This is an optimization exercise on Yosys and OpenROAD, whose aim is small area, not a production implementation.
The RTL was checked by simulation tests, not by an equivalence proof against the original design.
Power and IR drop assume default switching activity.

==> inputs of quartz <==
## Top
module Top(
	clk,
	data_in,
	data_out,
	element,
	outmatrix
);
==> module counter, before the edit <==
module counter(
	clk,
	reset,
	counter
);
input clk, reset;
output reg [5:0] counter;
always @(posedge clk) begin
	if(reset)
		counter <= 6'd0;
	else
		counter <= counter + 6'd1;
end
endmodule
==> module sobel, before the edit <==
module sobel(
	a,
	b,
	out
);
input  [10:0] a, b;	 
output [7:0] out;
wire sat_a = a[10] ? (~&a[9:7] | ~|a[6:0]) : |a[9:7];
wire sat_b = b[10] ? (~&b[9:7] | ~|b[6:0]) : |b[9:7];
wire [6:0] mag_a = a[10] ? 7'd0 - a[6:0] : a[6:0];
wire [6:0] mag_b = b[10] ? 7'd0 - b[6:0] : b[6:0];
wire [6:0] mx = (mag_a > mag_b) ? mag_a : mag_b;
assign out = (sat_a | sat_b) ? 8'hff : {mx, 1'b0};
endmodule
==> module Top, before the edit <==
module Top(
	clk,
	data_in,
	data_out,
	element,
	outmatrix
);
input clk, data_in, data_out;
input [7:0] element;
output reg [7:0] outmatrix;
wire [5:0] Wadr, Radr;
reg loading;	 
always @(posedge clk)
	loading <= data_in;
counter countin(
	.clk(clk),
	.reset(!loading),
	.counter(Wadr)
);
counter countout(
	.clk(clk),
	.reset(!data_out),
	.counter(Radr)
);
reg [7:0] px [1:9];
reg [9:0] qs [1:10];
integer k;
always @(posedge clk) begin
	px[1] <= element;
	qs[1] <= element + px[1] + px[8] + px[9];
	for (k = 2; k <= 9; k = k + 1)
		px[k] <= px[k-1];
	for (k = 2; k <= 10; k = k + 1)
		qs[k] <= qs[k-1];
end
wire [10:0] a = {1'b0, qs[9]} - {1'b0, qs[2]};
wire [10:0] b = {1'b0, qs[1]} - {1'b0, qs[10]};
wire [7:0] res;
sobel Sobel(
	.a(a),
	.b(b),
	.out(res)
);
wire ins = loading & (|Wadr[5:4]) & (|Wadr[2:1]);
wire [2:0] wrow = Wadr[5:3];
reg [7:0] ring [0:35];
integer r;
always @(posedge clk)
	for (r = 0; r < 6; r = r + 1) begin
		ring[6*r] <= (ins && wrow == r + 2) ? res : ring[6*r+5];
		for (k = 1; k < 6; k = k + 1)
			ring[6*r+k] <= ring[6*r+k-1];
	end
reg [2:0] ph, burst_ph;
wire [2:0] ph_next = data_in ? 3'd5 : (ph == 3'd5) ? 3'd0 : ph + 3'd1;
always @(posedge clk) begin
	ph <= ph_next;
	if (!data_out)
		burst_ph <= ph_next;
end
wire [2:0] rrow = Radr[5:3];
wire [2:0] rcol = Radr[2:0];
wire border = (rrow == 3'd0) | (rrow == 3'd7) | (rcol == 3'd0) | (rcol == 3'd7);
reg [7:0] rd;
integer g;
always @(*) begin
	rd = 8'd0;
	for (g = 0; g < 36; g = g + 1)
		if (rrow == g / 6 + 1 && burst_ph == g % 6)
			rd = ring[g];
end
always @(posedge clk)
	if (data_out)
		outmatrix <= border ? 8'd0 : rd;
endmodule
==> flow/config.mk <==
export PLATFORM = sky130hd
export DESIGN_NAME = Top
export DESIGN_NICKNAME = Top
export VERILOG_FILES = /design/flow/design.v
export SDC_FILE = /design/flow/constraint.sdc
export NUM_CORES = 4
export LEC_CHECK = 0
export ABC_AREA = 1
export CAP_MARGIN = 20
export CORE_MARGIN = 2
export CORE_UTILIZATION = 65
export CTS_BUF_LIST = sky130_fd_sc_hd__clkbuf_8
export CTS_CLUSTER_SIZE = 32
export SLEW_MARGIN = 20
==> flow/constraint.sdc <==
create_clock -name core_clock -period 6.0 [get_ports {clk}]
set_input_delay 1.2000 -clock core_clock [delete_from_list [all_inputs] [get_ports {clk}]]
set_output_delay 1.2000 -clock core_clock [all_outputs]
set_load 0.01 [all_outputs]
run.sh (not shown) runs the stock make flow with config.mk's settings and CLKGATE_MAP_FILE= SYNTH_SCRIPT=/design/flow/synth_recipe.tcl, a recipe that flattens the netlist after the stock synthesis.
==> raven (differences from quartz) <==
==> flow/design.v (replaced) <==
`timescale 1ns / 1ns
module counter(
	reset,
	count,
	next
);
input reset;
input [5:0] count;
output [5:0] next;
assign next = reset ? 6'd0 : count + 6'd1;
endmodule
`timescale 1ns / 1ns
module sobel(
	pa,
	na,
	pb,
	nb,
	code
);
input  [9:0] pa, na, pb, nb;
output [7:0] code;
wire [6:0] alo, blo;	 
wire sa, sb;		 
wire wa, wb;		 
diff Da(.p(pa), .n(na), .lo(alo), .sign(sa), .wide(wa));
diff Db(.p(pb), .n(nb), .lo(blo), .sign(sb), .wide(wb));
wire ge, cy;
ripple_carry #(7) Cge(.a(alo), .b(~blo), .ci(1'b1), .co(ge));
ripple_carry #(7) Ccy(.a(alo), .b(blo), .ci(1'b0), .co(cy));
wire a_big = sa ^ ((sa ^ sb) ? cy : ge);
wire s = a_big ? sa : sb;
wire sat = wa | wb;
genvar i;
generate for (i = 0; i < 7; i = i + 1) begin : mag
	code_bit M(.a(alo[i]), .b(blo[i]), .a_big(a_big), .s(s), .sat(sat), .m(code[i+1]));
end endgenerate
assign code[0] = s | sat;
endmodule
module code_bit(
	a,
	b,
	a_big,
	s,
	sat,
	m
);
input a, b, a_big, s, sat;
output m;
assign m = ((a_big ? a : b) ^ s) | sat;
endmodule
module diff(
	p,
	n,
	lo,
	sign,
	wide
);
input [9:0] p, n;
output [6:0] lo;
output sign, wide;
wire c7;
ripple_add #(7) Lo(.a(p[6:0]), .b(~n[6:0]), .ci(1'b1), .s(lo), .co(c7));
wire [3:0] h0 = {1'b0, p[9:7]} + {1'b1, ~n[9:7]};
wire [3:0] h1 = {1'b0, p[9:7]} + {1'b1, ~n[9:7]} + 4'd1;
wire [3:0] h = c7 ? h1 : h0;
assign sign = h[3];
assign wide = ~(&h | ~|h);
endmodule
module fa(
	a,
	b,
	c,
	s,
	co
);
input a, b, c;
output s, co;
assign {co, s} = a + b + c;
endmodule
module ha(
	a,
	b,
	s,
	co
);
input a, b;
output s, co;
assign {co, s} = a + b;
endmodule
module carry(
	a,
	b,
	c,
	co
);
input a, b, c;
output co;
assign co = (a & b) | (a & c) | (b & c);
endmodule
module ripple_add #(parameter N = 8) (
	input [N-1:0] a,
	input [N-1:0] b,
	input ci,
	output [N-1:0] s,
	output co
);
wire [N:0] c;
assign c[0] = ci;
genvar i;
generate for (i = 0; i < N; i = i + 1) begin : add
	fa F(.a(a[i]), .b(b[i]), .c(c[i]), .s(s[i]), .co(c[i+1]));
end endgenerate
assign co = c[N];
endmodule
module ripple_carry #(parameter N = 8) (
	input [N-1:0] a,
	input [N-1:0] b,
	input ci,
	output co
);
wire [N:0] c;
assign c[0] = ci;
genvar i;
generate for (i = 0; i < N; i = i + 1) begin : add
	carry C(.a(a[i]), .b(b[i]), .c(c[i]), .co(c[i+1]));
end endgenerate
assign co = c[N];
endmodule
module sobel_decode(
	code,
	out
);
input [7:0] code;
output [7:0] out;
wire [7:0] v = {1'b0, code[7:1]} + {7'd0, code[0]};
assign out = v[7] ? 8'hff : {v[6:0], 1'b0};
endmodule
`timescale 1ns / 1ns
module Top(
	clk,
	data_in,
	data_out,
	element,
	outmatrix
);
input clk, data_in, data_out;
input [7:0] element;
output reg [7:0] outmatrix;
reg loading;		 
reg [5:0] Wadr;		 
reg [5:0] Radr;		 
wire [5:0] Wadr_next, Radr_next;
counter countin(
	.reset(!loading),
	.count(Wadr),
	.next(Wadr_next)
);
counter countout(
	.reset(!data_out),
	.count(Radr),
	.next(Radr_next)
);
always @(posedge clk) begin
	loading <= data_in;
	Wadr <= Wadr_next;
	Radr <= Radr_next;
end
reg [71:0] px;
reg [99:0] qs;
wire [7:0] px1 = px[7:0], px8 = px[63:56], px9 = px[71:64];
wire [7:0] s1, c1;	 
wire [8:0] s2;
wire [7:0] c2;		 
wire [9:0] k;		 
wire [9:0] q0;
genvar i, r, b;
generate for (i = 0; i < 8; i = i + 1) begin : csa
	fa F1(.a(px1[i]), .b(px8[i]), .c(px9[i]), .s(s1[i]), .co(c1[i]));
	if (i > 0)
		fa F2(.a(s1[i]), .b(c1[i-1]), .c(element[i]), .s(s2[i]), .co(c2[i]));
	else
		ha H2(.a(s1[0]), .b(element[0]), .s(s2[0]), .co(c2[0]));
end endgenerate
assign s2[8] = c1[7];
assign q0[0] = s2[0];
ha H(.a(s2[1]), .b(c2[0]), .s(q0[1]), .co(k[2]));
generate for (i = 2; i < 9; i = i + 1) begin : add
	fa F(.a(s2[i]), .b(c2[i-1]), .c(k[i]), .s(q0[i]), .co(k[i+1]));
end endgenerate
assign q0[9] = k[9];
always @(posedge clk) begin
	px <= {px[63:0], element};
	qs <= {qs[89:0], q0};
end
wire [7:0] code;
sobel Sobel(
	.pa(qs[89:80]),
	.na(qs[19:10]),
	.pb(qs[9:0]),
	.nb(qs[99:90]),
	.code(code)
);
wire ins = loading & (|Wadr[5:4]) & (|Wadr[2:1]);
wire [2:0] wrow = Wadr[5:3];
reg [287:0] ring;
generate for (r = 0; r < 6; r = r + 1) begin : rows
	always @(posedge clk)
		ring[48*r +: 48] <= {ring[48*r +: 40],
			(ins && wrow == r + 2) ? code : ring[48*r+40 +: 8]};
end endgenerate
reg [2:0] ph, burst_ph;
wire [2:0] ph_next = data_in ? 3'd5 : (ph == 3'd5) ? 3'd0 : ph + 3'd1;
always @(posedge clk) begin
	ph <= ph_next;
	if (!data_out)
		burst_ph <= ph_next;
end
wire [2:0] rrow = Radr[5:3];
wire [2:0] rcol = Radr[2:0];
wire inner_col = (rcol != 3'd0) & (rcol != 3'd7);
wire [5:0] sel_pos, sel_row;
generate for (i = 0; i < 6; i = i + 1) begin : dec
	assign sel_pos[i] = burst_ph == i;
	assign sel_row[i] = inner_col & (rrow == i + 1);
end endgenerate
wire [7:0] rd;
generate for (b = 0; b < 8; b = b + 1) begin : rdbit
	wire [5:0] at_row;
	for (r = 0; r < 6; r = r + 1) begin : row
		sel6 Pos(
			.s(sel_pos),
			.d({ring[48*r+40+b], ring[48*r+32+b], ring[48*r+24+b],
			    ring[48*r+16+b], ring[48*r+8+b], ring[48*r+b]}),
			.y(at_row[r])
		);
	end
	sel6 Row(.s(sel_row), .d(at_row), .y(rd[b]));
end endgenerate
wire [7:0] result;
sobel_decode Dec(
	.code(rd),
	.out(result)
);
always @(posedge clk)
	if (data_out)
		outmatrix <= result;
endmodule
module sel6(
	s,
	d,
	y
);
input [5:0] s, d;
output y;
wire n0, n1;
sel3n Lo(.s(s[2:0]), .d(d[2:0]), .y(n0));
sel3n Hi(.s(s[5:3]), .d(d[5:3]), .y(n1));
assign y = ~(n0 & n1);
endmodule
module sel3n(
	s,
	d,
	y
);
input [2:0] s, d;
output y;
assign y = ~|(s & d);
endmodule
ABC_AREA = not set   (was 1)
CTS_BUF_LIST = sky130_fd_sc_hd__clkbuf_16   (was sky130_fd_sc_hd__clkbuf_8)
CTS_CLUSTER_DIAMETER = 120   (was not set)
SYNTH_HIERARCHICAL = 1   (was not set)
==> summary of the runs <==
- quartz passed the timing, DRC and antenna checks. raven finished clean.
- Of raven and quartz, quartz has the higher final area (gap 13%, measured against quartz).
- Flip-flop and latch count is the same in quartz and raven.
- Maximum frequency: quartz is higher than raven (22%).
- Against quartz, the register-to-register slack of raven is lower by 1.0 ns.
- Against quartz, the clock-buffer cell count of raven is lower by 70.
- In quartz the synthesized area is higher than in raven, by 9.6%.
- Of raven and quartz, quartz has the higher clock power (gap about 44%, measured against quartz).
- In quartz the power is higher than in raven, by about 27%.
- Of raven and quartz, quartz has the higher cell count (gap about 35%, measured against quartz).
- Worst hold slack: raven is worse than quartz (0.0057 ns).
- Global-route usage: quartz is higher than raven (1.3 points).
==> figures <==
quantity                                                                          quartz                       raven
Result of the run                                       no timing/DRC/antenna violations  no timing/DRC/antenna violations
Syn Nets                                                                            1585                        1022
Full die area                                                                 24900 um^2                  22800 um^2
Tightest slew margin relative to the limit                                         0.375                       0.269
Row count                                                                             56                          53
Launching point of the worst reg2reg path                                       qs[1][0]                      qs[90]
Final Power                                                                      9390 uW                     7390 uW
Post-Synth Adder-Cell Area                                                        0.0575                      0.0778
Last element of the critical path                                             ring[6][1]                    ring[50]
P_comb                                                                           2950 uW                     2120 uW
Lkg Pwr                                                                       0.00766 uW                  0.00623 uW
Clock network latency to the later pin of the worst-skew pair                    0.58 ns                     0.52 ns
Floorplan Core Area                                                           23300 um^2                  21200 um^2
Placed instance area                                                          16000 um^2                  14700 um^2
Min-Delay Startpoint                                                            qs[7][6]                      px[22]
Length of the first detailed-routing pass in iterations                                5                           8
Critical Path RT                                                                 6.46 ns                     6.47 ns
Data arrival time of the critical path                                           5.10 ns                     6.14 ns
Period Utilization, post-route                                                     0.774                       0.944
Switching share of power                                                           0.351                       0.290
Clock group total power                                                          2700 uW                     1500 uW
Cell chosen for the clock root                                 sky130_fd_sc_hd__clkbuf_8  sky130_fd_sc_hd__clkbuf_16
Layout overhead on the synthesized area                                            13.5%                       8.28%

static timing again, ports no longer ideal:
The results above use ideal ports. As a check the final layouts listed here were re-extracted and re-timed, cells and wires unchanged. Step 1 assumes that a clkbuf_16 drives the clock port and a buf_2 every other input. Step 2, shift: input delay + t, output delay - t, t = (earliest + latest rising clock arrival at the registers) / 2. This alone moves slack from input paths to output paths. Slacks: ideal ports / drivers / drivers and shift; pairs: ideal ports / drivers.
run	shift t [ns]	setup slack, ns	worst slew at a driven data input, ns	cell pins on the clock port's net
quartz	0.613	1.357 / 1.357 / 1.357	0.05	1
raven	0.559	0.333 / 0.333 / 0.333	0.04	1
After both steps setup and hold are still met in every run listed.
